What follows belongs to an exercise in optimizing a design on an open flow for small area; a production flow would make more cautious choices. The RTL was checked by simulation tests, not by an equivalence proof against the original design. No activity file was given, so power comes from the tool's default toggle rates.

`design/flow/design.v`:
```
module DFFR(
    clk,
    rst_n,
    d,
    q
);
parameter WIDTH = 1;
input wire clk;
input wire rst_n;
input wire [WIDTH-1:0]d;
output reg [WIDTH-1:0]q;
always@(posedge clk or negedge rst_n)begin
    if(~rst_n)begin
        q <= {WIDTH{1'b0}};
    end
    else begin
        q <= d;
    end
end
endmodule
module DFFE(
    clk,
    d,
    en,
    q
);
parameter WIDTH = 1;
input wire clk;
input wire en;
input wire [WIDTH-1:0]d;
output reg [WIDTH-1:0]q;
always@(posedge clk)begin
    if(en) begin
        q <= d;
    end
end
endmodule
module DFFRE(
    clk,
    rst_n,
    d,
    en,
    q
);
parameter WIDTH = 1;
input wire clk;
input wire rst_n;
input wire en;
input wire [WIDTH-1:0]d;
output reg [WIDTH-1:0]q;
always@(posedge clk or negedge rst_n)begin
    if(~rst_n)begin
        q <= {WIDTH{1'b0}};
    end
    else if(en) begin
        q <= d;
    end
end
endmodule
module DFFSE(
    clk,
    rst_n,
    d,
    en,
    q
);
parameter WIDTH = 1;
input wire clk;
input wire rst_n;
input wire en;
input wire [WIDTH-1:0]d;
output reg [WIDTH-1:0]q;
always@(posedge clk or negedge rst_n)begin
    if(~rst_n)begin
        q <= {WIDTH{1'b1}};
    end
    else if(en) begin
        q <= d;
    end
end
endmodule
module pe (
    acc_q,
    add_en,
    in0_data,
    in1_data,
    sum_qual
);
    input [15:0] acc_q;
    input add_en;
    input [7:0] in0_data;
    input [7:0] in1_data;
    output [15:0] sum_qual;
    wire [7:0] a = in0_data & {8{add_en}};
    wire [7:0] b = in1_data;
    wire [16:0] sum_raw;
    wire pp1;
    wire pp2;
    wire pp3;
    wire pp4;
    wire pp5;
    wire pp6;
    wire pp7;
    wire pp8;
    wire pp9;
    wire pp10;
    wire pp11;
    wire pp12;
    wire pp13;
    wire pp14;
    wire pp15;
    wire pp16;
    wire pp17;
    wire pp18;
    wire pp19;
    wire pp20;
    wire pp21;
    wire pp22;
    wire pp23;
    wire pp24;
    wire pp25;
    wire pp26;
    wire pp27;
    wire pp28;
    wire pp29;
    wire pp30;
    wire pp31;
    wire pp32;
    wire pp33;
    wire pp34;
    wire pp35;
    wire pp36;
    wire pp37;
    wire pp38;
    wire pp39;
    wire pp40;
    wire pp41;
    wire pp42;
    wire pp43;
    wire pp44;
    wire pp45;
    wire pp46;
    wire pp47;
    wire pp48;
    wire pp49;
    wire pp50;
    wire pp51;
    wire pp52;
    wire pp53;
    wire pp54;
    wire pp55;
    wire pp56;
    wire pp57;
    wire pp58;
    wire pp59;
    wire pp60;
    wire pp61;
    wire pp62;
    wire pp63;
    wire pp64;
    wire pp65;
    wire s66;
    wire c67;
    wire s68;
    wire c69;
    wire s70;
    wire c71;
    wire s72;
    wire c73;
    wire s74;
    wire c75;
    wire s76;
    wire c77;
    wire s78;
    wire c79;
    wire s80;
    wire c81;
    wire s82;
    wire c83;
    wire s84;
    wire c85;
    wire s86;
    wire c87;
    wire s88;
    wire c89;
    wire s90;
    wire c91;
    wire s92;
    wire c93;
    wire s94;
    wire c95;
    wire s96;
    wire c97;
    wire s98;
    wire c99;
    wire s100;
    wire c101;
    wire s102;
    wire c103;
    wire s104;
    wire c105;
    wire s106;
    wire c107;
    wire s108;
    wire c109;
    wire s110;
    wire c111;
    wire s112;
    wire c113;
    wire s114;
    wire c115;
    wire s116;
    wire c117;
    wire s118;
    wire c119;
    wire s120;
    wire c121;
    wire s122;
    wire c123;
    wire s124;
    wire c125;
    wire s126;
    wire c127;
    wire s128;
    wire c129;
    wire s130;
    wire c131;
    wire s132;
    wire c133;
    wire s134;
    wire c135;
    wire s136;
    wire c137;
    wire s138;
    wire c139;
    wire s140;
    wire c141;
    wire s142;
    wire c143;
    wire s144;
    wire c145;
    wire s146;
    wire c147;
    wire s148;
    wire c149;
    wire s150;
    wire c151;
    wire s152;
    wire c153;
    wire s154;
    wire c155;
    wire s156;
    wire c157;
    wire s158;
    wire c159;
    wire s160;
    wire c161;
    wire s162;
    wire c163;
    wire s164;
    wire c165;
    wire s166;
    wire c167;
    wire s168;
    wire c169;
    wire s170;
    wire c171;
    wire s172;
    wire c173;
    wire s174;
    wire c175;
    wire s176;
    wire c177;
    wire s178;
    wire c179;
    wire s180;
    wire c181;
    wire s182;
    wire c183;
    wire s184;
    wire c185;
    wire s186;
    wire c187;
    wire s188;
    wire c189;
    wire s190;
    wire c191;
    wire s192;
    wire c193;
    wire s194;
    wire c195;
    wire s196;
    wire c197;
    wire s198;
    wire c199;
    wire s200;
    wire c201;
    wire s202;
    wire c203;
    wire s204;
    wire c205;
    wire s206;
    wire c207;
    wire s208;
    wire c209;
    wire s210;
    wire c211;
    wire s212;
    wire c213;
    wire s214;
    wire c215;
    wire s216;
    wire c217;
    wire s218;
    wire c219;
    wire s220;
    wire c221;
    wire s222;
    wire c223;
    wire s224;
    wire c225;
    assign pp1 = a[0] & b[0];
    assign pp2 = a[0] & b[1];
    assign pp3 = a[0] & b[2];
    assign pp4 = a[0] & b[3];
    assign pp5 = a[0] & b[4];
    assign pp6 = a[0] & b[5];
    assign pp7 = a[0] & b[6];
    assign pp8 = ~(a[0] & b[7]);
    assign pp9 = a[1] & b[0];
    assign pp10 = a[1] & b[1];
    assign pp11 = a[1] & b[2];
    assign pp12 = a[1] & b[3];
    assign pp13 = a[1] & b[4];
    assign pp14 = a[1] & b[5];
    assign pp15 = a[1] & b[6];
    assign pp16 = ~(a[1] & b[7]);
    assign pp17 = a[2] & b[0];
    assign pp18 = a[2] & b[1];
    assign pp19 = a[2] & b[2];
    assign pp20 = a[2] & b[3];
    assign pp21 = a[2] & b[4];
    assign pp22 = a[2] & b[5];
    assign pp23 = a[2] & b[6];
    assign pp24 = ~(a[2] & b[7]);
    assign pp25 = a[3] & b[0];
    assign pp26 = a[3] & b[1];
    assign pp27 = a[3] & b[2];
    assign pp28 = a[3] & b[3];
    assign pp29 = a[3] & b[4];
    assign pp30 = a[3] & b[5];
    assign pp31 = a[3] & b[6];
    assign pp32 = ~(a[3] & b[7]);
    assign pp33 = a[4] & b[0];
    assign pp34 = a[4] & b[1];
    assign pp35 = a[4] & b[2];
    assign pp36 = a[4] & b[3];
    assign pp37 = a[4] & b[4];
    assign pp38 = a[4] & b[5];
    assign pp39 = a[4] & b[6];
    assign pp40 = ~(a[4] & b[7]);
    assign pp41 = a[5] & b[0];
    assign pp42 = a[5] & b[1];
    assign pp43 = a[5] & b[2];
    assign pp44 = a[5] & b[3];
    assign pp45 = a[5] & b[4];
    assign pp46 = a[5] & b[5];
    assign pp47 = a[5] & b[6];
    assign pp48 = ~(a[5] & b[7]);
    assign pp49 = a[6] & b[0];
    assign pp50 = a[6] & b[1];
    assign pp51 = a[6] & b[2];
    assign pp52 = a[6] & b[3];
    assign pp53 = a[6] & b[4];
    assign pp54 = a[6] & b[5];
    assign pp55 = a[6] & b[6];
    assign pp56 = ~(a[6] & b[7]);
    assign pp57 = ~(a[7] & b[0]);
    assign pp58 = ~(a[7] & b[1]);
    assign pp59 = a[7] & b[1];
    assign pp60 = ~(a[7] & b[2]);
    assign pp61 = ~(a[7] & b[3]);
    assign pp62 = ~(a[7] & b[4]);
    assign pp63 = ~(a[7] & b[5]);
    assign pp64 = ~(a[7] & b[6]);
    assign pp65 = a[7] & b[7];
    assign s66 = pp6 ^ pp13;
    assign c67 = pp6 & pp13;
    assign s68 = pp7 ^ pp14 ^ pp21;
    assign c69 = (pp7 & pp14) | (pp21 & (pp7 ^ pp14));
    assign s70 = pp28 ^ pp35;
    assign c71 = pp28 & pp35;
    assign s72 = pp8 ^ pp15 ^ pp22;
    assign c73 = (pp8 & pp15) | (pp22 & (pp8 ^ pp15));
    assign s74 = pp29 ^ pp36 ^ pp43;
    assign c75 = (pp29 & pp36) | (pp43 & (pp29 ^ pp36));
    assign s76 = pp50 ^ pp57;
    assign c77 = pp50 & pp57;
    assign s78 = pp16 ^ pp23 ^ pp30;
    assign c79 = (pp16 & pp23) | (pp30 & (pp16 ^ pp23));
    assign s80 = pp37 ^ pp44 ^ pp51;
    assign c81 = (pp37 & pp44) | (pp51 & (pp37 ^ pp44));
    assign s82 = pp59 ^ acc_q[8];
    assign c83 = pp59 & acc_q[8];
    assign s84 = pp24 ^ pp31 ^ pp38;
    assign c85 = (pp24 & pp31) | (pp38 & (pp24 ^ pp31));
    assign s86 = pp45 ^ pp52 ^ pp58;
    assign c87 = (pp45 & pp52) | (pp58 & (pp45 ^ pp52));
    assign s88 = pp60 ^ acc_q[9];
    assign c89 = pp60 & acc_q[9];
    assign s90 = pp32 ^ pp39 ^ pp46;
    assign c91 = (pp32 & pp39) | (pp46 & (pp32 ^ pp39));
    assign s92 = pp53 ^ pp61;
    assign c93 = pp53 & pp61;
    assign s94 = pp40 ^ pp47;
    assign c95 = pp40 & pp47;
    assign s96 = pp4 ^ pp11;
    assign c97 = pp4 & pp11;
    assign s98 = pp5 ^ pp12 ^ pp19;
    assign c99 = (pp5 & pp12) | (pp19 & (pp5 ^ pp12));
    assign s100 = pp26 ^ pp33;
    assign c101 = pp26 & pp33;
    assign s102 = pp20 ^ pp27 ^ pp34;
    assign c103 = (pp20 & pp27) | (pp34 & (pp20 ^ pp27));
    assign s104 = pp41 ^ acc_q[5] ^ s66;
    assign c105 = (pp41 & acc_q[5]) | (s66 & (pp41 ^ acc_q[5]));
    assign s106 = pp42 ^ pp49 ^ acc_q[6];
    assign c107 = (pp42 & pp49) | (acc_q[6] & (pp42 ^ pp49));
    assign s108 = s68 ^ s70 ^ c67;
    assign c109 = (s68 & s70) | (c67 & (s68 ^ s70));
    assign s110 = acc_q[7] ^ s72 ^ s74;
    assign c111 = (acc_q[7] & s72) | (s74 & (acc_q[7] ^ s72));
    assign s112 = s76 ^ c69 ^ c71;
    assign c113 = (s76 & c69) | (c71 & (s76 ^ c69));
    assign s114 = s78 ^ s80 ^ s82;
    assign c115 = (s78 & s80) | (s82 & (s78 ^ s80));
    assign s116 = c73 ^ c75 ^ c77;
    assign c117 = (c73 & c75) | (c77 & (c73 ^ c75));
    assign s118 = s84 ^ s86 ^ s88;
    assign c119 = (s84 & s86) | (s88 & (s84 ^ s86));
    assign s120 = c79 ^ c81 ^ c83;
    assign c121 = (c79 & c81) | (c83 & (c79 ^ c81));
    assign s122 = acc_q[10] ^ s90 ^ s92;
    assign c123 = (acc_q[10] & s90) | (s92 & (acc_q[10] ^ s90));
    assign s124 = c85 ^ c87 ^ c89;
    assign c125 = (c85 & c87) | (c89 & (c85 ^ c87));
    assign s126 = pp54 ^ pp62 ^ acc_q[11];
    assign c127 = (pp54 & pp62) | (acc_q[11] & (pp54 ^ pp62));
    assign s128 = s94 ^ c91 ^ c93;
    assign c129 = (s94 & c91) | (c93 & (s94 ^ c91));
    assign s130 = pp48 ^ pp55 ^ pp63;
    assign c131 = (pp48 & pp55) | (pp63 & (pp48 ^ pp55));
    assign s132 = acc_q[12] ^ c95;
    assign c133 = acc_q[12] & c95;
    assign s134 = pp56 ^ pp64;
    assign c135 = pp56 & pp64;
    assign s136 = pp3 ^ pp10;
    assign c137 = pp3 & pp10;
    assign s138 = pp18 ^ pp25 ^ acc_q[3];
    assign c139 = (pp18 & pp25) | (acc_q[3] & (pp18 ^ pp25));
    assign s140 = acc_q[4] ^ s98 ^ s100;
    assign c141 = (acc_q[4] & s98) | (s100 & (acc_q[4] ^ s98));
    assign s142 = s102 ^ s104 ^ c99;
    assign c143 = (s102 & s104) | (c99 & (s102 ^ s104));
    assign s144 = s106 ^ s108 ^ c103;
    assign c145 = (s106 & s108) | (c103 & (s106 ^ s108));
    assign s146 = s110 ^ s112 ^ c107;
    assign c147 = (s110 & s112) | (c107 & (s110 ^ s112));
    assign s148 = s114 ^ s116 ^ c111;
    assign c149 = (s114 & s116) | (c111 & (s114 ^ s116));
    assign s150 = s118 ^ s120 ^ c115;
    assign c151 = (s118 & s120) | (c115 & (s118 ^ s120));
    assign s152 = s122 ^ s124 ^ c119;
    assign c153 = (s122 & s124) | (c119 & (s122 ^ s124));
    assign s154 = s126 ^ s128 ^ c123;
    assign c155 = (s126 & s128) | (c123 & (s126 ^ s128));
    assign s156 = s130 ^ s132 ^ c127;
    assign c157 = (s130 & s132) | (c127 & (s130 ^ s132));
    assign s158 = acc_q[13] ^ s134 ^ c131;
    assign c159 = (acc_q[13] & s134) | (c131 & (acc_q[13] ^ s134));
    assign s160 = pp65 ^ acc_q[14];
    assign c161 = pp65 & acc_q[14];
    assign s162 = pp2 ^ pp9;
    assign c163 = pp2 & pp9;
    assign s164 = pp17 ^ acc_q[2] ^ s136;
    assign c165 = (pp17 & acc_q[2]) | (s136 & (pp17 ^ acc_q[2]));
    assign s166 = s96 ^ s138 ^ c137;
    assign c167 = (s96 & s138) | (c137 & (s96 ^ s138));
    assign s168 = c97 ^ s140 ^ c139;
    assign c169 = (c97 & s140) | (c139 & (c97 ^ s140));
    assign s170 = c101 ^ s142 ^ c141;
    assign c171 = (c101 & s142) | (c141 & (c101 ^ s142));
    assign s172 = c105 ^ s144 ^ c143;
    assign c173 = (c105 & s144) | (c143 & (c105 ^ s144));
    assign s174 = c109 ^ s146 ^ c145;
    assign c175 = (c109 & s146) | (c145 & (c109 ^ s146));
    assign s176 = c113 ^ s148 ^ c147;
    assign c177 = (c113 & s148) | (c147 & (c113 ^ s148));
    assign s178 = c117 ^ s150 ^ c149;
    assign c179 = (c117 & s150) | (c149 & (c117 ^ s150));
    assign s180 = c121 ^ s152 ^ c151;
    assign c181 = (c121 & s152) | (c151 & (c121 ^ s152));
    assign s182 = c125 ^ s154 ^ c153;
    assign c183 = (c125 & s154) | (c153 & (c125 ^ s154));
    assign s184 = c129 ^ s156 ^ c155;
    assign c185 = (c129 & s156) | (c155 & (c129 ^ s156));
    assign s186 = c133 ^ s158 ^ c157;
    assign c187 = (c133 & s158) | (c157 & (c133 ^ s158));
    assign s188 = c135 ^ s160 ^ c159;
    assign c189 = (c135 & s160) | (c159 & (c135 ^ s160));
    assign s190 = ~acc_q[15] ^ c161;
    assign c191 = ~acc_q[15] & c161;
    assign s192 = pp1 ^ acc_q[0];
    assign c193 = pp1 & acc_q[0];
    assign s194 = acc_q[1] ^ s162 ^ c193;
    assign c195 = (acc_q[1] & s162) | (c193 & (acc_q[1] ^ s162));
    assign s196 = s164 ^ c163 ^ c195;
    assign c197 = (s164 & c163) | (c195 & (s164 ^ c163));
    assign s198 = s166 ^ c165 ^ c197;
    assign c199 = (s166 & c165) | (c197 & (s166 ^ c165));
    assign s200 = s168 ^ c167 ^ c199;
    assign c201 = (s168 & c167) | (c199 & (s168 ^ c167));
    assign s202 = s170 ^ c169 ^ c201;
    assign c203 = (s170 & c169) | (c201 & (s170 ^ c169));
    assign s204 = s172 ^ c171 ^ c203;
    assign c205 = (s172 & c171) | (c203 & (s172 ^ c171));
    assign s206 = s174 ^ c173 ^ c205;
    assign c207 = (s174 & c173) | (c205 & (s174 ^ c173));
    assign s208 = s176 ^ c175 ^ c207;
    assign c209 = (s176 & c175) | (c207 & (s176 ^ c175));
    assign s210 = s178 ^ c177 ^ c209;
    assign c211 = (s178 & c177) | (c209 & (s178 ^ c177));
    assign s212 = s180 ^ c179 ^ c211;
    assign c213 = (s180 & c179) | (c211 & (s180 ^ c179));
    assign s214 = s182 ^ c181 ^ c213;
    assign c215 = (s182 & c181) | (c213 & (s182 ^ c181));
    assign s216 = s184 ^ c183 ^ c215;
    assign c217 = (s184 & c183) | (c215 & (s184 ^ c183));
    assign s218 = s186 ^ c185 ^ c217;
    assign c219 = (s186 & c185) | (c217 & (s186 ^ c185));
    assign s220 = s188 ^ c187 ^ c219;
    assign c221 = (s188 & c187) | (c219 & (s188 ^ c187));
    assign s222 = s190 ^ c189 ^ c221;
    assign c223 = (s190 & c189) | (c221 & (s190 ^ c189));
    assign s224 = 1'b1 ^ c191 ^ c223;
    assign c225 = (1'b1 & c191) | (c223 & (1'b1 ^ c191));
    assign sum_raw[0] = s192;
    assign sum_raw[1] = s194;
    assign sum_raw[2] = s196;
    assign sum_raw[3] = s198;
    assign sum_raw[4] = s200;
    assign sum_raw[5] = s202;
    assign sum_raw[6] = s204;
    assign sum_raw[7] = s206;
    assign sum_raw[8] = s208;
    assign sum_raw[9] = s210;
    assign sum_raw[10] = s212;
    assign sum_raw[11] = s214;
    assign sum_raw[12] = s216;
    assign sum_raw[13] = s218;
    assign sum_raw[14] = s220;
    assign sum_raw[15] = s222;
    assign sum_raw[16] = s224;
    assign sum_qual = (sum_raw[16:15] == 2'b01) ? 16'h7fff :
                      (sum_raw[16:15] == 2'b10) ? 16'h8000 :
                      sum_raw[15:0];
endmodule
module acc(
    clk,
    rst_n,
    acc_clr,
    acc_vld,
    load_vld,
    in0_data,
    in1_data,
    out_data_int16,
    out_data_int8
);
    input clk;
    input rst_n;
    input acc_clr;
    input acc_vld;
    input load_vld;
    input [7:0] in0_data;
    input [7:0] in1_data;
    output reg [15:0] out_data_int16;
    output [7:0] out_data_int8;
    wire [15:0] sum_qual;
    wire int8_direct_use_allow;
    pe u_pe (
        .acc_q(out_data_int16),
        .add_en(acc_vld & ~load_vld),
        .in0_data(in0_data),
        .in1_data(in1_data),
        .sum_qual(sum_qual)
    );
    always @(posedge clk or negedge rst_n) begin
        if (~rst_n)
            out_data_int16 <= 16'h0000;
        else if (acc_clr | load_vld & out_data_int16[15])
            out_data_int16 <= 16'h0000;
        else
            out_data_int16 <= sum_qual;
    end
    assign int8_direct_use_allow = (&out_data_int16[15:7]) | ~(|out_data_int16[15:7]);
    assign out_data_int8 = int8_direct_use_allow ? out_data_int16[7:0] :
                           out_data_int16[15] ? 8'h80 : 8'h7f;
endmodule
module mxu (
    clk,
    rst_n,
    start_vld,
    lsu_mxu_vld,
    lsu_mxu_conv_vld,
    lsu_mxu_clr,
    lsu_mxu_iram_vld,
    lsu_mxu_iram_pld,
    lsu_mxu_wram_vld,
    lsu_mxu_wram_pld,
    lsu_mxu_pool_vld,
    lsu_mxu_pool_size,
    lsu_mxu_act_vld,
    lsu_mxu_act_type,
    lsu_mxu_wfi,
    mxu_lsu_int8_row0_data,
    mxu_lsu_int16_row0_data,
    mxu_lsu_int8_row1_data,
    mxu_lsu_int16_row1_data,
    mxu_lsu_int8_row2_data,
    mxu_lsu_int16_row2_data,
    mxu_lsu_int8_row3_data,
    mxu_lsu_int16_row3_data,
    mxu_lsu_int8_row4_data,
    mxu_lsu_int16_row4_data,
    mxu_lsu_int8_row5_data,
    mxu_lsu_int16_row5_data,
    mxu_lsu_int8_row6_data,
    mxu_lsu_int16_row6_data,
    mxu_lsu_int8_row7_data,
    mxu_lsu_int16_row7_data,
    mxu_lsu_data_rdy,
    mxu_lsu_rdy,
    wfi
);
    input clk;
    input rst_n;
    input start_vld;
    input lsu_mxu_vld;
    input lsu_mxu_conv_vld;
    input lsu_mxu_clr;
    input [7:0] lsu_mxu_iram_vld;
    input [63:0] lsu_mxu_iram_pld;
    input [7:0] lsu_mxu_wram_vld;
    input [63:0] lsu_mxu_wram_pld;
    input lsu_mxu_pool_vld;
    input [1:0] lsu_mxu_pool_size;
    input lsu_mxu_act_vld;
    input [1:0] lsu_mxu_act_type;
    input lsu_mxu_wfi;
    output [63:0] mxu_lsu_int8_row0_data;
    output [127:0] mxu_lsu_int16_row0_data;
    output [63:0] mxu_lsu_int8_row1_data;
    output [127:0] mxu_lsu_int16_row1_data;
    output [63:0] mxu_lsu_int8_row2_data;
    output [127:0] mxu_lsu_int16_row2_data;
    output [63:0] mxu_lsu_int8_row3_data;
    output [127:0] mxu_lsu_int16_row3_data;
    output [63:0] mxu_lsu_int8_row4_data;
    output [127:0] mxu_lsu_int16_row4_data;
    output [63:0] mxu_lsu_int8_row5_data;
    output [127:0] mxu_lsu_int16_row5_data;
    output [63:0] mxu_lsu_int8_row6_data;
    output [127:0] mxu_lsu_int16_row6_data;
    output [63:0] mxu_lsu_int8_row7_data;
    output [127:0] mxu_lsu_int16_row7_data;
    output mxu_lsu_data_rdy;
    output mxu_lsu_rdy;
    output wfi;
    genvar r, c;
    wire lsu_mxu_vld_qual;
    wire mxu_done;
    wire acc_clr_qual;
    wire mxu_act_vld;
    wire any_c1_vld;
    reg mxu_vld;
    reg mxu_vld_d;
    reg any_c1_vld_q;
    reg [2:0] mxu_conv_awake_cnt;
    reg wfi_q;
    reg [7:0] iram_vld_q [1:8];
    reg [63:0] iram_pld_q [1:8];
    reg [7:0] wram_vld_q [1:8];
    reg [63:0] wram_pld_q [1:8];
    integer k;
    always @(posedge clk or negedge rst_n) begin
        if (~rst_n) begin
            for (k = 1; k <= 8; k = k + 1) begin
                iram_vld_q[k] <= 8'h00;
                wram_vld_q[k] <= 8'h00;
            end
        end else begin
            iram_vld_q[1] <= lsu_mxu_iram_vld;
            wram_vld_q[1] <= lsu_mxu_wram_vld;
            for (k = 2; k <= 8; k = k + 1) begin
                iram_vld_q[k] <= iram_vld_q[k-1];
                wram_vld_q[k] <= wram_vld_q[k-1];
            end
        end
    end
    always @(posedge clk) begin
        iram_pld_q[1] <= lsu_mxu_iram_pld;
        wram_pld_q[1] <= lsu_mxu_wram_pld;
        for (k = 2; k <= 8; k = k + 1) begin
            iram_pld_q[k] <= iram_pld_q[k-1];
            wram_pld_q[k] <= wram_pld_q[k-1];
        end
    end
    assign lsu_mxu_vld_qual = lsu_mxu_vld & mxu_lsu_rdy;
    assign mxu_done = ~(|mxu_conv_awake_cnt) & ~any_c1_vld;
    assign mxu_lsu_rdy = mxu_done | ~mxu_vld;
    assign mxu_lsu_data_rdy = ~any_c1_vld & ~mxu_act_vld;
    assign acc_clr_qual = lsu_mxu_clr & lsu_mxu_vld_qual & lsu_mxu_conv_vld;
    assign mxu_act_vld = lsu_mxu_act_vld & lsu_mxu_vld_qual;
    assign wfi = wfi_q;
    always @(posedge clk or negedge rst_n) begin
        if (~rst_n) begin
            mxu_vld <= 1'b0;
            mxu_vld_d <= 1'b0;
            any_c1_vld_q <= 1'b0;
            mxu_conv_awake_cnt <= 3'b000;
            wfi_q <= 1'b1;
        end else begin
            mxu_vld <= lsu_mxu_vld_qual | mxu_vld & ~mxu_done;
            mxu_vld_d <= mxu_vld;
            any_c1_vld_q <= |c0_vld;
            if ((|mxu_conv_awake_cnt) | lsu_mxu_vld_qual & lsu_mxu_conv_vld)
                mxu_conv_awake_cnt <= (|{lsu_mxu_iram_vld, lsu_mxu_wram_vld}) ? 3'b111 : mxu_conv_awake_cnt - 3'b001;
            if (lsu_mxu_vld_qual | start_vld)
                wfi_q <= ~start_vld & lsu_mxu_wfi;
        end
    end
    wire [63:0] c0_vld;
    wire [63:0] c1_vld;
    wire [127:0] int16_data [0:7];
    wire [63:0] int8_data [0:7];
    generate
        for (r = 0; r < 8; r = r + 1) begin : g_row
            for (c = 0; c < 8; c = c + 1) begin : g_col
                if (r == 0 && c == 0) begin : g_c0_in
                    assign c0_vld[8*r+c] = lsu_mxu_iram_vld[c] & lsu_mxu_wram_vld[r] & mxu_vld;
                end else if (r == 0) begin : g_c0_top
                    assign c0_vld[8*r+c] = lsu_mxu_iram_vld[c] & wram_vld_q[c][r] & mxu_vld;
                end else if (c == 0) begin : g_c0_left
                    assign c0_vld[8*r+c] = iram_vld_q[r][c] & lsu_mxu_wram_vld[r] & mxu_vld;
                end else begin : g_c0_mid
                    assign c0_vld[8*r+c] = iram_vld_q[r][c] & wram_vld_q[c][r] & mxu_vld;
                end
                assign c1_vld[8*r+c] = iram_vld_q[r+1][c] & wram_vld_q[c+1][r] & mxu_vld_d;
                acc u_acc (
                    .clk(clk),
                    .rst_n(rst_n),
                    .acc_clr(acc_clr_qual),
                    .acc_vld(c1_vld[8*r+c]),
                    .load_vld(mxu_act_vld),
                    .in0_data(iram_pld_q[r+1][8*c+7:8*c]),
                    .in1_data(wram_pld_q[c+1][8*r+7:8*r]),
                    .out_data_int16(int16_data[r][16*c+15:16*c]),
                    .out_data_int8(int8_data[r][8*c+7:8*c])
                );
            end
        end
    endgenerate
    assign any_c1_vld = any_c1_vld_q;
    assign mxu_lsu_int16_row0_data = int16_data[0];
    assign mxu_lsu_int16_row1_data = int16_data[1];
    assign mxu_lsu_int16_row2_data = int16_data[2];
    assign mxu_lsu_int16_row3_data = int16_data[3];
    assign mxu_lsu_int16_row4_data = int16_data[4];
    assign mxu_lsu_int16_row5_data = int16_data[5];
    assign mxu_lsu_int16_row6_data = int16_data[6];
    assign mxu_lsu_int16_row7_data = int16_data[7];
    assign mxu_lsu_int8_row0_data = int8_data[0];
    assign mxu_lsu_int8_row1_data = int8_data[1];
    assign mxu_lsu_int8_row2_data = int8_data[2];
    assign mxu_lsu_int8_row3_data = int8_data[3];
    assign mxu_lsu_int8_row4_data = int8_data[4];
    assign mxu_lsu_int8_row5_data = int8_data[5];
    assign mxu_lsu_int8_row6_data = int8_data[6];
    assign mxu_lsu_int8_row7_data = int8_data[7];
endmodule
```
`design/flow/flow/run.sh`:
```
#!/bin/bash
# The standard layout (the standard.sh, ORFS from synthesis to finish)
# with two changes, none of which touches the registers:
#  - Yosys's synth skips its early ABC pass (-noabc), so the carry-save
#    adder trees written in rtl/pe.v reach extract_fa as written; the later
#    ABC mapping of the remaining logic still runs;
#  - the port buffers are buf_1 cells;
# Every tool's output goes to a log file in this folder.
set -euo pipefail
bash standard.sh \
  SYNTH_ARGS=-noabc \
  "BUFFER_PORTS_ARGS=-buffer_cell sky130_fd_sc_hd__buf_1" \
  finish > make_finish.log 2>&1
```
`design/flow/standard.sh`:
```
#!/bin/bash
# synth_recipe.tcl (not shown) runs the flow's synth.tcl, then flattens the netlist and writes it again
# the make line also repeats each setting of config.mk as NAME=value (left out here)
make -C /OpenROAD-flow-scripts/flow DESIGN_CONFIG=/design/flow/config.mk WORK_HOME=/design/flow/orfs CLKGATE_MAP_FILE= SYNTH_SCRIPT=/design/flow/synth_recipe.tcl "${@:-finish}"
```
`design/flow/config.mk`:
```
export PLATFORM = sky130hd
export DESIGN_NAME = mxu
export DESIGN_NICKNAME = mxu
export VERILOG_FILES = /design/flow/design.v
export SDC_FILE = /design/flow/constraint.sdc
export NUM_CORES = 4
export LEC_CHECK = 0
export ABC_AREA = 1
export CAP_MARGIN = 20
export CORE_MARGIN = 2
export CORE_UTILIZATION = 55
export PLACE_DENSITY = 0.65
export SLEW_MARGIN = 20
```
`design/flow/constraint.sdc`:
```
create_clock -name core_clock -period 10.0 [get_ports {clk}]
set_input_delay 2.0000 -clock core_clock [delete_from_list [all_inputs] [get_ports {clk}]]
set_output_delay 2.0000 -clock core_clock [all_outputs]
set_load 0.01 [all_outputs]
```
==> results.py, run 1 <==
metrics = {
    "synthesis": {
        "synth_top_area_share_pct": 42.1,
        "syn-num-nets": 23600,
        "yosys_warnings": 10,
        "syn_avg_cell_area_um2": 10.4,
        "ys_types": 28,
        "synth_flop_cell": "dfrtp_1",
        "yosys_register_bits": 2183,
        "synth_edf_count": 0,
        "async_reset_ff_share_pct": 53.1,
        "yosysTopAreaCell": "fa_1",
        "synthTopCellsByArea": "fa_1 (42%), dfrtp_1 (15%), dfxtp_1 (11%), nor2_1 (8.7%), ha_1 (6.7%)",
        "synth_cells": 18400,
        "ys_seq_area_share_pct": 25.8,
        "syn-cell-area_um2": 192000,
    },
    "clocking": {
        "cts_made_buffers": 268,
        "cts_root_buf": "clkbuf_16",
        "cts.reportedPaths.clkPinSlew_ns": 0.06,
        "insertion_delay_ns": 0.96,
        "clock-sinks": 2183,
        "clock_path_buffers": 4,
        "cts_tree": "done",
        "h-tree-depth": 5,
        "cts_setup_buffers": 0,
        "holdBufCountCts": 0,
    },
    "die": {
        "die_height_um": 594,
        "start_util_pct": 55.3,
        "core_area_um2": 346000,
        "die-area_um2": 353000,
        "die_w_um": 594,
        "ios": 1696,
        "rows": 216,
    },
    "drt": {
        "drt_iter0_markers": 13700,
        "vias": 148000,
        "wl_per_cell_um": 26.8,
        "drtPass1Iterations": 7,
        "wirelength_um": 688000,
        "ant_nets": 0,
        "routed_via_density": 5.76,
        "drc": 0,
    },
    "global_routing": {
        "antenna_found_initial": 59,
        "grt_max_degree": 145,
        "grt_overflow": 0,
        "grt_use_total_pct": 39.7,
        "grt_pass1_wl_um": 1020000,
        "grt_pass1_vias": 154000,
    },
    "critical_path": {
        "critPathMostFrequentCell": "fa_1",
        "crit_fanout": 24,
        "arrival_ns": 10.56,
        "reg2reg_slack_ns": 0.67,
        "cpPeakStageDelay_ns": 0.48,
        "path_class": "primary input to register",
        "slowest_stage": "fa_1",
        "cp-end-kind": "register",
        "critPathRequiredTime_ns": 10.79,
        "crit_path_start_kind": "primary input",
    },
    "timing": {
        "relSlewSlack_pct": 24.0,
        "post-route-period-util_pct": 97.7,
        "tns_ns": 0,
        "fmax_mhz": 102,
        "report.final.slew_viol_count": 0,
        "skew_ns": 0.0466,
        "timing.final.crit_period_ns": 9.77,
        "hold_viol": 0,
        "rsz0062_at_grt": "true",
        "tightestPinTransition_ns": 1.14,
        "holdWs_ns": 0.347,
        "fin_ws_ns": 0.232,
        "finalSetupViolations": 0,
    },
    "place": {
        "dp_worst_setup_slack_ns": -1.02,
        "dp_cells": 25100,
        "placed_area_um2": 209000,
        "portBuffers": 1690,
        "gp_congestion": 1.04,
        "hpwl_um": 572000,
    },
    "final_layout": {
        "post-route-util_pct": 63.2,
        "areaGrowthSynthToFinish_pct": 14.3,
        "drive_gt1_share_pct": 8.38,
        "seqCellArea_um2": 49500,
        "layout.nets": 26000,
        "final_area_um2": 219000,
        "final_common_cell": "nor2_1",
        "n_fill_cell": 29100,
        "multi_input_area_um2": 134000,
        "final_cell_mix": "nor2_1 (4316), fa_1 (4032), inv_1 (1700), buf_1 (1689), nand2_1 (1396)",
        "fin_cells": 25600,
    },
    "pwr": {
        "power.leakage_nw": 105,
        "p_per_area_nw_per_um2": 353,
        "ir_drop_v": 0.000397,
        "total_power_mw": 77.3,
    },
    "worst_hold_path": {
        "min_path_type": "register to register",
    },
    "flow_run": {
        "cap_violations": 0,
    },
    "run_status": {
        "outcome": "timing/DRC/antenna clean",
    },
}
[flip-flops by register name, indices dropped and copies added, names as in the netlist, 3 cells and up]
name                              cells
g_row.g_col.u_acc.out_data_int16   1024
iram_pld_q                          512
iram_vld_q                           64
mxu_conv_awake_cnt                    3
wram_pld_q                          512
wram_vld_q                           64
[worst max-delay path, delay by kind of cell]
kind	cells	cell delay, ns
fa+ha+maj	16	6.30
buf+inv	8	1.23
simple gates	5	0.51
xor+xnor	1	0.32
compound gates	1	0.09
[metal layers]
metal	vias up	GRT usage [%]	share of wire, %
met5	-	0	0.036
met1	75300	48.4	36
li1	63500	-	-
met4	40	32.6	10
met2	6963	59.3	44
met3	1708	11.1	9.8
[layout make-up]
| type | count | area share [%] |
|---|---|---|
| Multi-Input combinational cell | 13900 | 61.1 |
| Tap cell | 4578 | 2.61 |
| Sequential cell | 2183 | 22.6 |
| Timing Repair Buffer | 2695 | 6.57 |
| Clock inverter | 128 | 0.681 |
| Clock buffer | 365 | 3.50 |
| Antenna cell | 40 | 0.0457 |
| Inverter | 1703 | 2.92 |
[final timing paths]
kind | startpoint | to | depth (start not counted)
hold / removal | wram_pld_q[6][60] | wram_pld_q[7][60] | 0
min in group asynchronous | rst_n | g_row[4].g_col[6].u_acc.out_data_int16[1] | 1
setup reg to reg | mxu_conv_awake_cnt[0] | g_row[7].g_col[4].u_acc.out_data_int16[7] | 33
setup / recovery | lsu_mxu_act_vld | g_row[7].g_col[4].u_acc.out_data_int16[7] | 31
hold reg to reg | wram_pld_q[6][60] | wram_pld_q[7][60] | 0
max in group asynchronous | rst_n | g_row[1].g_col[2].u_acc.out_data_int16[2] | 3
[cells in the mapped netlist, types with 74 or more instances]
cell type,n
ha_1,1025
dfxtp_1,1024
nand3_1,581
fa_1,4032
nor2_1,4430
o21ai_0,961
inv_1,1700
nand2_1,1396
dfrtp_1,1158
nand4_1,1198
buf_2,248
nor3_1,74
clkbuf_1,270
[power by group]
part,total (mW),switching (mW),internal (mW)
sequential,17.4,5.15,12.3
combinational,49.7,28.8,20.8
clock,10.3,4.27,5.99
total,77.3,38.2,39.1
[kinds of logic (layout without fill, tap and decap cells)]
| logic type | count (synthesis) | after routing | synth area share (%) |
|---|---|---|---|
| AO/OA/AOI/OAI | 990 | 990 | 2.59 |
| XOR/XNOR | 65 | 65 | 0.297 |
| adder cells (fa/ha/maj) | 5057 | 5057 | 48.8 |
| buffers and inverters | 2290 | 4891 | 4.79 |
| flip-flops | 2183 | 2183 | 25.8 |
| other | 0 | 40 | 0 |
| AND/OR/NAND/NOR | 7821 | 7821 | 17.6 |
[timing repair]
item                                    4_1_cts  5_1_grt
gates resized for setup                       6      166
gates cloned                                  0        1
endpoints found under the setup margin       18      945
==> run 2: changes to the inputs <==
--- a/design/flow/design.v
+++ b/design/flow/design.v
@@ -86,3 +86,6 @@
     in1_data,
-    sum_qual
+    sum_low,
+    sum_top,
+    sum_sat,
+    sat_bit
 );
@@ -92,3 +95,6 @@
     input [7:0] in1_data;
-    output [15:0] sum_qual;
+    output [14:0] sum_low;
+    output sum_top;
+    output sum_sat;
+    output sat_bit;
     wire [7:0] a = in0_data & {8{add_en}};
@@ -96,2 +102,3 @@
     wire [16:0] sum_raw;
+    wire c15, g15, p15, k16;
     wire pp1;
@@ -317,6 +324,2 @@
     wire c221;
-    wire s222;
-    wire c223;
-    wire s224;
-    wire c225;
     assign pp1 = a[0] & b[0];
@@ -542,6 +545,10 @@
     assign c221 = (s188 & c187) | (c219 & (s188 ^ c187));
-    assign s222 = s190 ^ c189 ^ c221;
-    assign c223 = (s190 & c189) | (c221 & (s190 ^ c189));
-    assign s224 = 1'b1 ^ c191 ^ c223;
-    assign c225 = (1'b1 & c191) | (c223 & (1'b1 ^ c191));
+    assign c15 = c221;
+    assign g15 = s190 & c189;
+    assign p15 = s190 | c189;
+    assign k16 = 1'b1 ^ c191;
+    assign sum_raw[15] = s190 ^ c189 ^ c15;
+    assign sum_raw[16] = k16 ^ (c15 ? p15 : g15);
+    assign sum_sat = c15 ? ~(k16 ^ g15) : (k16 ^ p15);
+    assign sat_bit = c15 ? ~(k16 ^ p15) : ~(k16 ^ g15);
     assign sum_raw[0] = s192;
@@ -561,7 +568,4 @@
     assign sum_raw[14] = s220;
-    assign sum_raw[15] = s222;
-    assign sum_raw[16] = s224;
-    assign sum_qual = (sum_raw[16:15] == 2'b01) ? 16'h7fff :
-                      (sum_raw[16:15] == 2'b10) ? 16'h8000 :
-                      sum_raw[15:0];
+    assign sum_low = sum_raw[14:0];
+    assign sum_top = sum_raw[16];
 endmodule
@@ -587,3 +591,9 @@
     output [7:0] out_data_int8;
-    wire [15:0] sum_qual;
+    wire [14:0] sum_low;
+    wire sum_top;
+    wire sum_sat;
+    wire sat_bit;
+    wire keep_zero;
+    wire take_sum;
+    wire sat_val;
     wire int8_direct_use_allow;
@@ -594,4 +604,10 @@
         .in1_data(in1_data),
-        .sum_qual(sum_qual)
+        .sum_low(sum_low),
+        .sum_top(sum_top),
+        .sum_sat(sum_sat),
+        .sat_bit(sat_bit)
     );
+    assign keep_zero = acc_clr | load_vld & out_data_int16[15];
+    assign take_sum = ~keep_zero & ~sum_sat;
+    assign sat_val = ~keep_zero & sum_sat & sat_bit;
     always @(posedge clk or negedge rst_n) begin
@@ -599,6 +615,6 @@
             out_data_int16 <= 16'h0000;
-        else if (acc_clr | load_vld & out_data_int16[15])
-            out_data_int16 <= 16'h0000;
-        else
-            out_data_int16 <= sum_qual;
+        else begin
+            out_data_int16[14:0] <= {15{take_sum}} & sum_low | {15{sat_val}};
+            out_data_int16[15] <= ~keep_zero & sum_top;
+        end
     end
@@ -688,2 +704,5 @@
     reg [2:0] mxu_conv_awake_cnt;
+    reg mxu_conv_awake_cnt_zero;
+    wire mxu_conv_awake_cnt_en;
+    wire [2:0] mxu_conv_awake_cnt_nxt;
     reg wfi_q;
@@ -718,3 +737,3 @@
     assign lsu_mxu_vld_qual = lsu_mxu_vld & mxu_lsu_rdy;
-    assign mxu_done = ~(|mxu_conv_awake_cnt) & ~any_c1_vld;
+    assign mxu_done = mxu_conv_awake_cnt_zero & ~any_c1_vld;
     assign mxu_lsu_rdy = mxu_done | ~mxu_vld;
@@ -724,2 +743,6 @@
     assign wfi = wfi_q;
+    assign mxu_conv_awake_cnt_en = (|mxu_conv_awake_cnt) | lsu_mxu_vld_qual & lsu_mxu_conv_vld;
+    assign mxu_conv_awake_cnt_nxt = ~mxu_conv_awake_cnt_en ? mxu_conv_awake_cnt :
+                                    (|{lsu_mxu_iram_vld, lsu_mxu_wram_vld}) ? 3'b111 :
+                                    mxu_conv_awake_cnt - 3'b001;
     always @(posedge clk or negedge rst_n) begin
@@ -730,2 +753,3 @@
             mxu_conv_awake_cnt <= 3'b000;
+            mxu_conv_awake_cnt_zero <= 1'b1;
             wfi_q <= 1'b1;
@@ -735,4 +759,4 @@
             any_c1_vld_q <= |c0_vld;
-            if ((|mxu_conv_awake_cnt) | lsu_mxu_vld_qual & lsu_mxu_conv_vld)
-                mxu_conv_awake_cnt <= (|{lsu_mxu_iram_vld, lsu_mxu_wram_vld}) ? 3'b111 : mxu_conv_awake_cnt - 3'b001;
+            mxu_conv_awake_cnt <= mxu_conv_awake_cnt_nxt;
+            mxu_conv_awake_cnt_zero <= ~(|mxu_conv_awake_cnt_nxt);
             if (lsu_mxu_vld_qual | start_vld)
--- a/design/flow/flow/run.sh
+++ b/design/flow/flow/run.sh
@@ -2,3 +2,3 @@
 # The standard layout (the standard.sh, ORFS from synthesis to finish)
-# with two changes, none of which touches the registers:
+# with three changes, none of which touches the registers:
 #  - Yosys's synth skips its early ABC pass (-noabc), so the carry-save
@@ -7,2 +7,4 @@
 #  - the port buffers are buf_1 cells;
+#  - clock tree synthesis inserts no dummy loads and clusters up to 25
+#    sinks within 100 um under each leaf buffer.
 # Every tool's output goes to a log file in this folder.
@@ -12,2 +14,3 @@
   "BUFFER_PORTS_ARGS=-buffer_cell sky130_fd_sc_hd__buf_1" \
+  "CTS_ARGS=-sink_clustering_enable -repair_clock_nets -dont_use_dummy_load -sink_clustering_size 25 -sink_clustering_max_diameter 100" \
   finish > make_finish.log 2>&1
--- a/design/flow/config.mk
+++ b/design/flow/config.mk
@@ -10,4 +10,4 @@
 export CORE_MARGIN = 2
-export CORE_UTILIZATION = 55
-export PLACE_DENSITY = 0.65
+export CORE_UTILIZATION = 62
+export PLACE_DENSITY = 0.7
 export SLEW_MARGIN = 20
==> results.py, run 2 <==
metrics = {
    "synthesis": {
        "ys_seq_area_share_pct": 26.0,
        "syn-num-nets": 24300,
        "synth_top_area_share_pct": 41.8,
        "synth_edf_count": 0,
        "yosys_warnings": 10,
        "synth_common_cells": "nand2_1 (4050), fa_1 (3968), nor2_1 (3488), inv_1 (1921), dfrtp_1 (1158)",
        "synthXorXnorAreaFrac_pct": 0.239,
        "synth_mux_area_share_pct": 0,
        "yosysTopAreaCell": "fa_1",
        "async_reset_ff_share_pct": 53.1,
        "synth_cells": 19100,
        "syn-cell-area_um2": 190000,
        "synthTopCellsByArea": "fa_1 (42%), dfrtp_1 (15%), dfxtp_1 (11%), nand2_1 (8.0%), nor2_1 (6.9%)",
        "synth_top_family_by_area": "adder cells",
        "yosys_register_bits": 2184,
        "syn_avg_cell_area_um2": 9.95,
        "yosys.area_share.simple_pct": 19.6,
        "ys_types": 32,
        "synthAdderAreaFrac_pct": 48.5,
        "synth_compound_area_share_pct": 0.703,
        "synth_flop_cell": "dfrtp_1",
        "yosysMostFrequentCell": "nand2_1",
    },
    "timing": {
        "finalSetupViolations": 0,
        "fmax_mhz": 104,
        "post-route-period-util_pct": 96.3,
        "hold_viol": 0,
        "tightestPinTransition_ns": 1.25,
        "report.final.slew_viol_count": 0,
        "timing.final.crit_period_ns": 9.63,
        "skew_ns": 0.0599,
        "fin_ws_ns": 0.373,
        "relSlewSlack_pct": 16.0,
        "holdWs_ns": 0.322,
        "rsz0062_at_grt": "false",
    },
    "pwr": {
        "ir_drop_v": 0.000407,
        "p_per_area_nw_per_um2": 324,
        "combPwrFrac_pct": 67.2,
        "p_sw_share_pct": 50.6,
        "power_frac_clock_pct": 8.2,
        "switching_power_mw": 34.8,
        "p_int_mw": 34.0,
        "pwr-share-seq_pct": 24.7,
        "total_power_mw": 68.7,
        "power.leakage_nw": 110,
    },
    "critical_path": {
        "arrival_ns": 10.42,
        "cp-end-kind": "register",
        "critPathMostFrequentCell": "fa_1",
        "reg2reg_slack_ns": 1.25,
        "path_class": "primary input to register",
        "crit_path_start": "lsu_mxu_vld",
        "slowest_stage": "fa_1",
        "rr_endpoint": "g_row[5].g_col[4].u_acc.out_data_int16[8]",
        "endpoint": "g_row[5].g_col[4].u_acc.out_data_int16[8]",
        "r2r_start": "mxu_conv_awake_cnt_zero",
        "crit_path_start_kind": "primary input",
        "crit_fanout": 18,
        "cpPeakStageDelay_ns": 0.47,
        "r2r_cells": 32,
        "critPathRequiredTime_ns": 10.79,
    },
    "final_layout": {
        "seqCellArea_um2": 49500,
        "multi_input_area_um2": 131000,
        "regMostFlops": "g_row.g_col.u_acc.out_data_int16",
        "n_fill_cell": 24100,
        "post-route-util_pct": 69.4,
        "areaGrowthSynthToFinish_pct": 11.5,
        "largest_register_ffs": 1024,
        "final_cell_mix": "nand2_1 (4049), fa_1 (3968), nor2_1 (3488), inv_1 (1921), buf_1 (1688)",
        "final_common_cell": "nand2_1",
        "layout.nets": 26800,
        "reg_top3": "g_row.g_col.u_acc.out_data_int16: 1024 flops, iram_pld_q: 512 flops, wram_pld_q: 512 flops",
        "drive_gt1_share_pct": 6.41,
    },
    "clocking": {
        "cts.reportedPaths.clkPinSlew_ns": 0.09,
        "cts_made_buffers": 138,
        "cts_root_buf": "clkbuf_16",
        "cts_tree": "done",
        "clock_path_buffers": 4,
        "cts_setup_buffers": 0,
        "clock-sinks": 2184,
        "insertion_delay_ns": 0.91,
        "h-tree-depth": 4,
        "holdBufCountCts": 0,
    },
    "drt": {
        "vias": 147000,
        "drt_iter0_markers": 13500,
        "drc": 0,
        "wl_per_cell_um": 25.3,
        "drtPass1Iterations": 7,
        "ant_nets": 0,
        "routed_via_density": 5.71,
        "wirelength_um": 651000,
    },
    "die": {
        "start_util_pct": 62.3,
        "ios": 1696,
        "rows": 203,
        "core_area_um2": 306000,
        "die_w_um": 558,
        "die-area_um2": 311000,
        "die_height_um": 558,
    },
    "place": {
        "hpwl_um": 550000,
        "dp_worst_setup_slack_ns": -0.471,
        "portBuffers": 1690,
        "gp_congestion": 1.05,
    },
    "global_routing": {
        "grt_max_degree": 141,
        "grt_use_total_pct": 42.8,
        "grt_pass1_wl_um": 965000,
        "grt_pass1_vias": 151000,
        "grt_overflow": 0,
        "antenna_found_initial": 43,
    },
    "run_status": {
        "outcome": "timing/DRC/antenna clean",
    },
    "flow_run": {
        "cap_violations": 0,
    },
    "worst_hold_path": {
        "min_path_type": "register to register",
    },
}
## run 2: cell types whose count changed in the layout (fill, tap and decap cells not counted), sizes merged, moves of 227 or more
| cell | delta |
|---|---|
| inv | +382 |
| nand2 | +2642 |
| clkbuf | -227 |
| nor2 | -943 |
| nand3 | +445 |
| o21ai | -862 |
| nand4 | -861 |
## run 2: cell families after synthesis
logic type / count (synthesis)
fa+ha+maj: 4993
flops: 2184
xor+xnor: 52
simple gates: 9201
compound gates: 235
buf+inv: 2453
## run 2: critical path, delay by kind of cell
| kind | cells | cell delay [ns] |
|---|---|---|
| buf+inv | 8 | 1.02 |
| compound gates | 2 | 0.23 |
| fa+ha+maj | 15 | 5.99 |
| simple gates | 9 | 1.15 |
## run 2: cell type report
type / count / share of cell area (%)
tap: 4100 / 2.42
inverter: 2130 / 3.77
multi-input combinational: 14500 / 61.9
sequential: 2184 / 23.3
antenna: 23 / 0.0271
timing repair buffer: 2670 / 6.93
clock buffer: 138 / 1.63
## run 2: per-layer routing
layer  wire [um]  GRT usage (%)  up-vias  part of all wire [%]
met5         310          0.324        -                 0.048
met4       64100           33.6       28                   9.8
met3       74400           14.2     1704                    11
met2      283000           62.4     7299                    43
met1      230000           52.7    74300                    35
li1            -              -    63500                     -
## run 2: how the worst min path moves through the flow
stage	from	end	slack [ns]	cells after the start
floorplan	wram_pld_q[1][12]	wram_pld_q[2][12]	0.33	0
finish	wram_pld_q[7][1]	wram_pld_q[8][1]	0.32	0
CTS	wram_pld_q[7][1]	wram_pld_q[8][1]	0.33	0
global placement	wram_pld_q[7][25]	wram_pld_q[8][25]	0.33	0
detailed placement	wram_pld_q[4][9]	wram_pld_q[5][9]	0.33	0
global route	wram_pld_q[7][1]	wram_pld_q[8][1]	0.33	0
## run 2: power by group through the flow
| stage | clock [mW] | sequential (mW) | combinational, mW |
|---|---|---|---|
| after global placement | 0 | 16.9 | 44.3 |
| after global routing | 5.96 | 17.0 | 52.9 |
| final | 5.60 | 17.0 | 46.2 |
| after CTS | 5.67 | 16.8 | 46.0 |
| after floorplan | 0 | 15.3 | 31.1 |
| after detailed placement | 0 | 16.9 | 45.6 |
## run 2: timing repair
action                                 4_1_cts  5_1_grt
setup endpoints to repair                    0        2
gates resized for setup                      0        1
endpoints found under the hold margin        0        0
## run 2: metrics by stage
step                std cells  TNS (ns)  cell area [um^2]
floorplan               19100         0            190000
global placement        25600   -179.92            209000
detailed placement      25600   -261.74            209000
CTS                     25700         0            212000
global route            25700         0            212000
finish                  25700         0            212000
==> run 3: changes to the inputs <==
--- a/design/flow/design.v
+++ b/design/flow/design.v
@@ -331,3 +331,3 @@
     assign pp7 = a[0] & b[6];
-    assign pp8 = ~(a[0] & b[7]);
+    assign pp8 = ~a[0] | ~b[7];
     assign pp9 = a[1] & b[0];
@@ -339,3 +339,3 @@
     assign pp15 = a[1] & b[6];
-    assign pp16 = ~(a[1] & b[7]);
+    assign pp16 = ~a[1] | ~b[7];
     assign pp17 = a[2] & b[0];
@@ -347,3 +347,3 @@
     assign pp23 = a[2] & b[6];
-    assign pp24 = ~(a[2] & b[7]);
+    assign pp24 = ~a[2] | ~b[7];
     assign pp25 = a[3] & b[0];
@@ -355,3 +355,3 @@
     assign pp31 = a[3] & b[6];
-    assign pp32 = ~(a[3] & b[7]);
+    assign pp32 = ~a[3] | ~b[7];
     assign pp33 = a[4] & b[0];
@@ -363,3 +363,3 @@
     assign pp39 = a[4] & b[6];
-    assign pp40 = ~(a[4] & b[7]);
+    assign pp40 = ~a[4] | ~b[7];
     assign pp41 = a[5] & b[0];
@@ -371,3 +371,3 @@
     assign pp47 = a[5] & b[6];
-    assign pp48 = ~(a[5] & b[7]);
+    assign pp48 = ~a[5] | ~b[7];
     assign pp49 = a[6] & b[0];
@@ -379,11 +379,11 @@
     assign pp55 = a[6] & b[6];
-    assign pp56 = ~(a[6] & b[7]);
-    assign pp57 = ~(a[7] & b[0]);
-    assign pp58 = ~(a[7] & b[1]);
+    assign pp56 = ~a[6] | ~b[7];
+    assign pp57 = ~a[7] | ~b[0];
+    assign pp58 = ~a[7] | ~b[1];
     assign pp59 = a[7] & b[1];
-    assign pp60 = ~(a[7] & b[2]);
-    assign pp61 = ~(a[7] & b[3]);
-    assign pp62 = ~(a[7] & b[4]);
-    assign pp63 = ~(a[7] & b[5]);
-    assign pp64 = ~(a[7] & b[6]);
+    assign pp60 = ~a[7] | ~b[2];
+    assign pp61 = ~a[7] | ~b[3];
+    assign pp62 = ~a[7] | ~b[4];
+    assign pp63 = ~a[7] | ~b[5];
+    assign pp64 = ~a[7] | ~b[6];
     assign pp65 = a[7] & b[7];
--- a/design/flow/config.mk
+++ b/design/flow/config.mk
@@ -11,2 +11,3 @@
 export CORE_UTILIZATION = 62
+export GPL_TIMING_DRIVEN = 0
 export PLACE_DENSITY = 0.7
==> results.py, run 3 <==
metrics = {
    "run_status": {
        "outcome": "timing/DRC/antenna clean",
    },
    "drt": {
        "drc": 0,
        "vias": 142000,
        "wl_per_cell_um": 26.3,
        "routed_via_density": 5.89,
        "wirelength_um": 631000,
        "drt_iter0_markers": 12200,
        "drtPass1Iterations": 9,
        "ant_nets": 0,
    },
    "timing": {
        "relSlewSlack_pct": 15.7,
        "rsz0062_at_grt": "true",
        "skew_ns": 0.0825,
        "post-route-period-util_pct": 97.1,
        "hold_viol": 0,
        "tightestPinTransition_ns": 1.26,
        "fin_ws_ns": 0.294,
        "fmax_mhz": 103,
        "holdWs_ns": 0.319,
        "report.final.slew_viol_count": 0,
        "timing.final.crit_period_ns": 9.71,
        "finalSetupViolations": 0,
        "tns_ns": 0,
    },
    "synthesis": {
        "yosys_warnings": 10,
        "async_reset_ff_share_pct": 53.1,
        "yosysMostFrequentCell": "fa_1",
        "yosysTopAreaCell": "fa_1",
        "ys_types": 31,
        "syn-cell-area_um2": 188000,
        "synth_top_area_share_pct": 42.3,
        "synth_common_cells": "fa_1 (3968), nor2_1 (3694), nand2_1 (3366), nand3_1 (1424), dfrtp_1 (1158)",
        "synth_cells": 18100,
        "synthTopCellsByArea": "fa_1 (42%), dfrtp_1 (15%), dfxtp_1 (11%), nor2_1 (7.4%), ha_1 (6.8%)",
        "syn-num-nets": 23300,
        "synth_flop_cell": "dfrtp_1",
        "yosys_register_bits": 2184,
        "ys_seq_area_share_pct": 26.4,
        "syn_avg_cell_area_um2": 10.3,
        "synth_edf_count": 0,
    },
    "clocking": {
        "clock-sinks": 2184,
        "h-tree-depth": 4,
        "cts_made_buffers": 138,
        "cts.reportedPaths.clkPinSlew_ns": 0.09,
        "holdBufCountCts": 0,
        "insertion_delay_ns": 0.90,
        "clock_path_buffers": 4,
        "cts_tree": "done",
        "cts_root_buf": "clkbuf_16",
    },
    "pwr": {
        "power.leakage_nw": 100,
        "ir_drop_v": 0.000280,
        "p_per_area_nw_per_um2": 331,
    },
    "final_layout": {
        "layout.nets": 25200,
        "drive_gt1_share_pct": 4.63,
        "reg_top3": "g_row.g_col.u_acc.out_data_int16: 1024 flops, iram_pld_q: 512 flops, wram_pld_q: 512 flops",
        "final_common_cell": "fa_1",
        "post-route-util_pct": 67.6,
        "areaGrowthSynthToFinish_pct": 8.84,
        "largest_register_ffs": 1024,
        "fin_cells": 24000,
        "regMostFlops": "g_row.g_col.u_acc.out_data_int16",
        "final_cell_mix": "fa_1 (3967), nor2_1 (3690), nand2_1 (3221), buf_1 (1757), nand3_1 (1424)",
    },
    "die": {
        "rows": 202,
        "die_height_um": 554,
        "core_area_um2": 302000,
        "die-area_um2": 307000,
        "die_w_um": 554,
        "ios": 1696,
        "start_util_pct": 62.1,
    },
    "critical_path": {
        "r2r_cells": 32,
        "critPathMostFrequentCell": "fa_1",
        "critPathRequiredTime_ns": 10.75,
        "worstPathBufferInverterCount": 7,
        "path_class": "primary input to register",
        "cp-end-kind": "register",
        "arrival_ns": 10.45,
        "crit_cells": 33,
        "crit_family": "adder cells",
        "crit_path_start_kind": "primary input",
        "cpPeakStageDelay_ns": 0.54,
        "crit_fanout": 10,
        "slowest_stage": "fa_1",
    },
    "global_routing": {
        "grt_pass1_wl_um": 942000,
        "grt_overflow": 0,
        "antenna_found_initial": 51,
        "grt_max_degree": 36,
        "grt_pass1_vias": 147000,
        "grt_use_total_pct": 42.1,
    },
    "worst_hold_path": {
        "min_path_cells": 0,
        "min_path_type": "register to register",
    },
    "place": {
        "dp_cells": 23900,
        "dp_worst_setup_slack_ns": -1.28,
        "portBuffers": 1690,
        "gp_congestion": 1.01,
        "hpwl_um": 532000,
    },
    "flow_run": {
        "cap_violations": 0,
    },
}
==> run 3: kinds of logic after synthesis <==
kind of cell | synth area share [%]
AOI/OAI and AO/OA | 0.686
DFF | 26.4
xor gates and xnor gates | 0.280
and+or+nand+nor | 20.2
adders and majority gates | 49.2
buffers and inverters | 3.28
==> run 3: metal layers <==
metal / vias to the layer above / part of all wire [%] / GRT usage (%)
li1: 60700 / - / -
met1: 72200 / 35 / 52.2
met2: 7026 / 43 / 60.9
met3: 1641 / 12 / 15.2
met4: 46 / 9.5 / 31.2
met5: - / 0.052 / 0
==> run 3: through the flow <==
stage / total power [mW] / area [um^2]
2_1_floorplan: 46.1 / 188000
3_3_place_gp: 60.2 / 199000
3_5_place_dp: 61.2 / 200000
4_1_cts: 67.3 / 204000
5_1_grt: 74.5 / 204000
6_report: 67.7 / 204000
==> run 3: final cells by class <==
type | instances | area [um^2]
well taps | 3978 | 4980
clock buffers | 138 | 3450
flip-flops and latches | 2184 | 49500
repair buffers | 1743 | 7390
inverters | 1036 | 3900
multi-input cells | 14500 | 133000
plain buffers | 445 | 2450
fillers | 24100 | 97800
diodes | 22 | 55.1
==> run 3: path summary, 6_finish.rpt <==
| kind | slack, ns | from | end |
|---|---|---|---|
| max in group asynchronous | 6.09 | rst_n | g_row[7].g_col[7].u_acc.out_data_int16[2] |
| min | 0.32 | wram_pld_q[3][23] | wram_pld_q[4][23] |
| min reg2reg | 0.32 | wram_pld_q[3][23] | wram_pld_q[4][23] |
| max reg2reg | 0.73 | mxu_vld_d | g_row[0].g_col[6].u_acc.out_data_int16[9] |
| max | 0.29 | lsu_mxu_vld | g_row[1].g_col[0].u_acc.out_data_int16[2] |
| min in group asynchronous | 1.18 | rst_n | g_row[1].g_col[0].u_acc.out_data_int16[5] |
==> run 3: timing repair <==
action / CTS / global route
cloned: 0 / 1
setup endpoints to repair: 221 / 896
resized for setup: 55 / 298
pin swaps: 0 / 1
setup buffers: 0 / 5
==> run 3: report_power, final <==
part / leakage, nW / switching (mW) / total [mW] / internal (mW)
Combinational: 76.1 / 26.4 / 45.2 / 18.8
Clock: 1.70 / 3.14 / 5.60 / 2.46
Sequential: 22.6 / 5.03 / 17.0 / 11.9
==> run 3: worst register-to-register path: cells and delay by family (launching register included) <==
| kind | cells | cell delay [ns] |
|---|---|---|
| buffers and inverters | 6 | 1.51 |
| DFF | 1 | 0.38 |
| adders and majority gates | 15 | 5.92 |
| AOI/OAI and AO/OA | 2 | 0.23 |
| and+or+nand+nor | 9 | 1.12 |
==> run 4: changes to the inputs <==
--- a/design/flow/config.mk
+++ b/design/flow/config.mk
@@ -11,3 +11,2 @@
 export CORE_UTILIZATION = 62
-export GPL_TIMING_DRIVEN = 0
 export PLACE_DENSITY = 0.7
==> results.py, run 4 <==
metrics = {
    "run_status": {
        "outcome": "timing/DRC/antenna clean",
    },
    "final_layout": {
        "layout.nets": 25600,
        "final_common_cell": "fa_1",
        "largest_register_ffs": 1024,
        "final_area_um2": 208000,
        "regMostFlops": "g_row.g_col.u_acc.out_data_int16",
        "reg_top3": "g_row.g_col.u_acc.out_data_int16: 1024 flops, iram_pld_q: 512 flops, wram_pld_q: 512 flops",
        "final_cell_mix": "fa_1 (3968), nor2_1 (3693), nand2_1 (3362), buf_1 (1688), nand3_1 (1424)",
        "drive_gt1_share_pct": 6.55,
        "post-route-util_pct": 68.8,
        "areaGrowthSynthToFinish_pct": 10.8,
        "n_fill_cell": 23800,
    },
    "synthesis": {
        "yosysMostFrequentCell": "fa_1",
        "synth_cells": 18100,
        "syn_avg_cell_area_um2": 10.3,
        "synth_common_cells": "fa_1 (3968), nor2_1 (3694), nand2_1 (3366), nand3_1 (1424), dfrtp_1 (1158)",
        "yosys_warnings": 10,
        "synthXorXnorAreaFrac_pct": 0.280,
        "syn-cell-area_um2": 188000,
        "synth_top_family_by_area": "adder cells",
        "async_reset_ff_share_pct": 53.1,
        "yosys.area_share.simple_pct": 20.2,
        "synth_top_area_share_pct": 42.3,
        "syn-num-nets": 23300,
        "synth_flop_cell": "dfrtp_1",
        "yosysTopAreaCell": "fa_1",
        "ys_types": 31,
        "ys_seq_area_share_pct": 26.4,
        "synth_mux_area_share_pct": 0,
        "synth_compound_area_share_pct": 0.686,
        "synthAdderAreaFrac_pct": 49.2,
        "yosys_register_bits": 2184,
        "synth_edf_count": 0,
        "synthTopCellsByArea": "fa_1 (42%), dfrtp_1 (15%), dfxtp_1 (11%), nor2_1 (7.4%), ha_1 (6.8%)",
    },
    "place": {
        "placed_area_um2": 204000,
        "portBuffers": 1690,
        "dp_worst_setup_slack_ns": -0.611,
        "gp_congestion": 1.01,
        "hpwl_um": 519000,
    },
    "global_routing": {
        "grt_overflow": 0,
        "antenna_found_initial": 30,
        "grt_max_degree": 143,
        "grt_pass1_vias": 148000,
        "grt_pass1_wl_um": 938000,
        "grt_use_total_pct": 41.6,
    },
    "flow_run": {
        "cap_violations": 0,
    },
    "die": {
        "ios": 1696,
        "rows": 202,
        "core_area_um2": 302000,
        "start_util_pct": 62.1,
        "die_height_um": 554,
        "die_w_um": 554,
        "die-area_um2": 307000,
    },
    "drt": {
        "routed_via_density": 5.86,
        "drt_iter0_markers": 14000,
        "wirelength_um": 621000,
        "vias": 143000,
        "drc": 0,
        "wl_per_cell_um": 25.4,
        "ant_nets": 0,
        "drtPass1Iterations": 7,
    },
    "timing": {
        "post-route-period-util_pct": 97.0,
        "report.final.slew_viol_count": 0,
        "relSlewSlack_pct": 29.7,
        "rsz0062_at_grt": "false",
        "tns_ns": 0,
        "tightestPinTransition_ns": 1.06,
        "fin_ws_ns": 0.297,
        "skew_ns": 0.105,
        "hold_viol": 0,
        "finalSetupViolations": 0,
        "timing.final.crit_period_ns": 9.70,
        "fmax_mhz": 103,
    },
    "pwr": {
        "total_power_mw": 67.9,
        "ir_drop_v": 0.000504,
        "power.leakage_nw": 103,
        "p_per_area_nw_per_um2": 327,
    },
    "critical_path": {
        "cpPeakStageDelay_ns": 0.47,
        "slowest_stage": "fa_1",
        "crit_family": "adder cells",
        "crit_path_start_kind": "primary input",
        "arrival_ns": 10.53,
        "cp-end-kind": "register",
        "critPathMostFrequentCell": "fa_1",
        "path_class": "primary input to register",
        "critPathRequiredTime_ns": 10.82,
        "worstPathBufferInverterCount": 7,
        "crit_fanout": 15,
    },
    "clocking": {
        "cts-resized-gates": 0,
        "clock_path_buffers": 4,
        "cts.reportedPaths.clkPinSlew_ns": 0.08,
        "insertion_delay_ns": 0.91,
        "cts_tree": "done",
        "cts_root_buf": "clkbuf_16",
        "cts_made_buffers": 136,
        "clock-sinks": 2184,
        "holdBufCountCts": 0,
        "h-tree-depth": 4,
        "cts_setup_buffers": 0,
    },
    "worst_hold_path": {
        "min_path_type": "register to register",
    },
}
[run 4: cell type report]
| class | count | area [um^2] | share of cell area [%] |
|---|---|---|---|
| antenna | 16 | 40.0 | 0.0193 |
| clock buffer | 136 | 3400 | 1.64 |
| inverter | 1036 | 3890 | 1.87 |
| multi-input combinational | 14500 | 132000 | 63.5 |
| sequential | 2184 | 49500 | 23.8 |
| tap | 3978 | 4980 | 2.39 |
| timing repair buffer | 2621 | 14000 | 6.75 |
[run 4: power breakdown]
group | switching, mW | internal [mW] | total [mW]
Sequential | 5.14 | 11.9 | 17.1
Combinational | 26.1 | 19.2 | 45.3
Clock | 3.13 | 2.43 | 5.56
Total | 34.4 | 33.6 | 67.9
[run 4: path summary, 6_finish.rpt]
kind | start | endpoint | slack, ns | depth (start not counted)
worst max-delay path | lsu_mxu_vld | g_row[7].g_col[1].u_acc.out_data_int16[0] | 0.30 | 33
worst min-delay path | wram_pld_q[5][1] | wram_pld_q[6][1] | 0.35 | 0
worst max register to register | mxu_vld_d | g_row[2].g_col[0].u_acc.out_data_int16[4] | 1.07 | 28
worst min register to register | wram_pld_q[5][1] | wram_pld_q[6][1] | 0.35 | 0
max in group asynchronous | rst_n | g_row[6].g_col[7].u_acc.out_data_int16[4] | 6.92 | 3
min in group asynchronous | rst_n | g_row[1].g_col[2].u_acc.out_data_int16[11] | 1.09 | 1
[run 4: metrics by stage]
step / hold WS, ns / instances
after floorplan: 0.329 / 18100
after global placement: 0.335 / 24300
after detailed placement: 0.341 / 24300
after CTS: 0.351 / 24400
after global routing: 0.357 / 24400
final: 0.350 / 24400
[run 4: logic make-up after synthesis]
family	Yosys count
and+or+nand+nor	9189
adders and majority gates	4993
DFF	2184
buffers and inverters	1486
AOI/OAI and AO/OA	225
xor gates and xnor gates	60
[run 4: worst reg2reg max path: cells and delay by family, from the launching register on]
kind	cells	cell delay, ns
AO/OA/AOI/OAI	1	0.18
adder cells (fa/ha/maj)	15	6.06
buffers and inverters	3	0.95
flip-flops	1	0.40
AND/OR/NAND/NOR	9	1.19
[run 4: routing by layer]
metal  global-route usage, %  vias to the layer above  part of all wire, %
li1                        -                    61500                    -
met4                    28.4                       28                  8.8
met1                    52.3                    73100                   36
met2                    61.0                     7196                   44
met5                       0                        -                0.032
met3                    14.3                     1540                   12

## re-timing with driven ports
The flow's constraints put no driver on any port. The routed layouts listed below were extracted and timed again, unchanged, in two steps.
Step 1: set_driving_cell puts a clkbuf_16 on clk and a buf_2 on each other input, an assumption about the parent block.
Step 2 times the ports against the registers' clock, not the clock port: input delays grow and output delays shrink by t, the midpoint of the rising clock arrivals with the driver on.
Three values: no drivers, after step 1, after step 2; two values: the first two.
run | t (ns) | setup WS [ns] | clock arrival spread, ns | worst slew at a driven data input, ns
run 1 | 1.046 | 0.232 / 0.320 / -0.726 | 0.056 / 0.056 | 0.25
run 2 | 0.998 | 0.373 / 0.476 / -0.522 | 0.071 / 0.072 | 0.23
run 3 | 0.979 | 0.294 / 0.221 / -0.758 | 0.085 / 0.084 | 0.28
run 4 | 0.976 | 0.297 / 0.388 / -0.588 | 0.107 / 0.108 | 0.22
Met with ideal ports but missed after step 2: setup timing in every run listed. For run 3, which loses most, drivers alone change the setup slack by -0.073 ns; drivers and shift together by -1.052 ns.
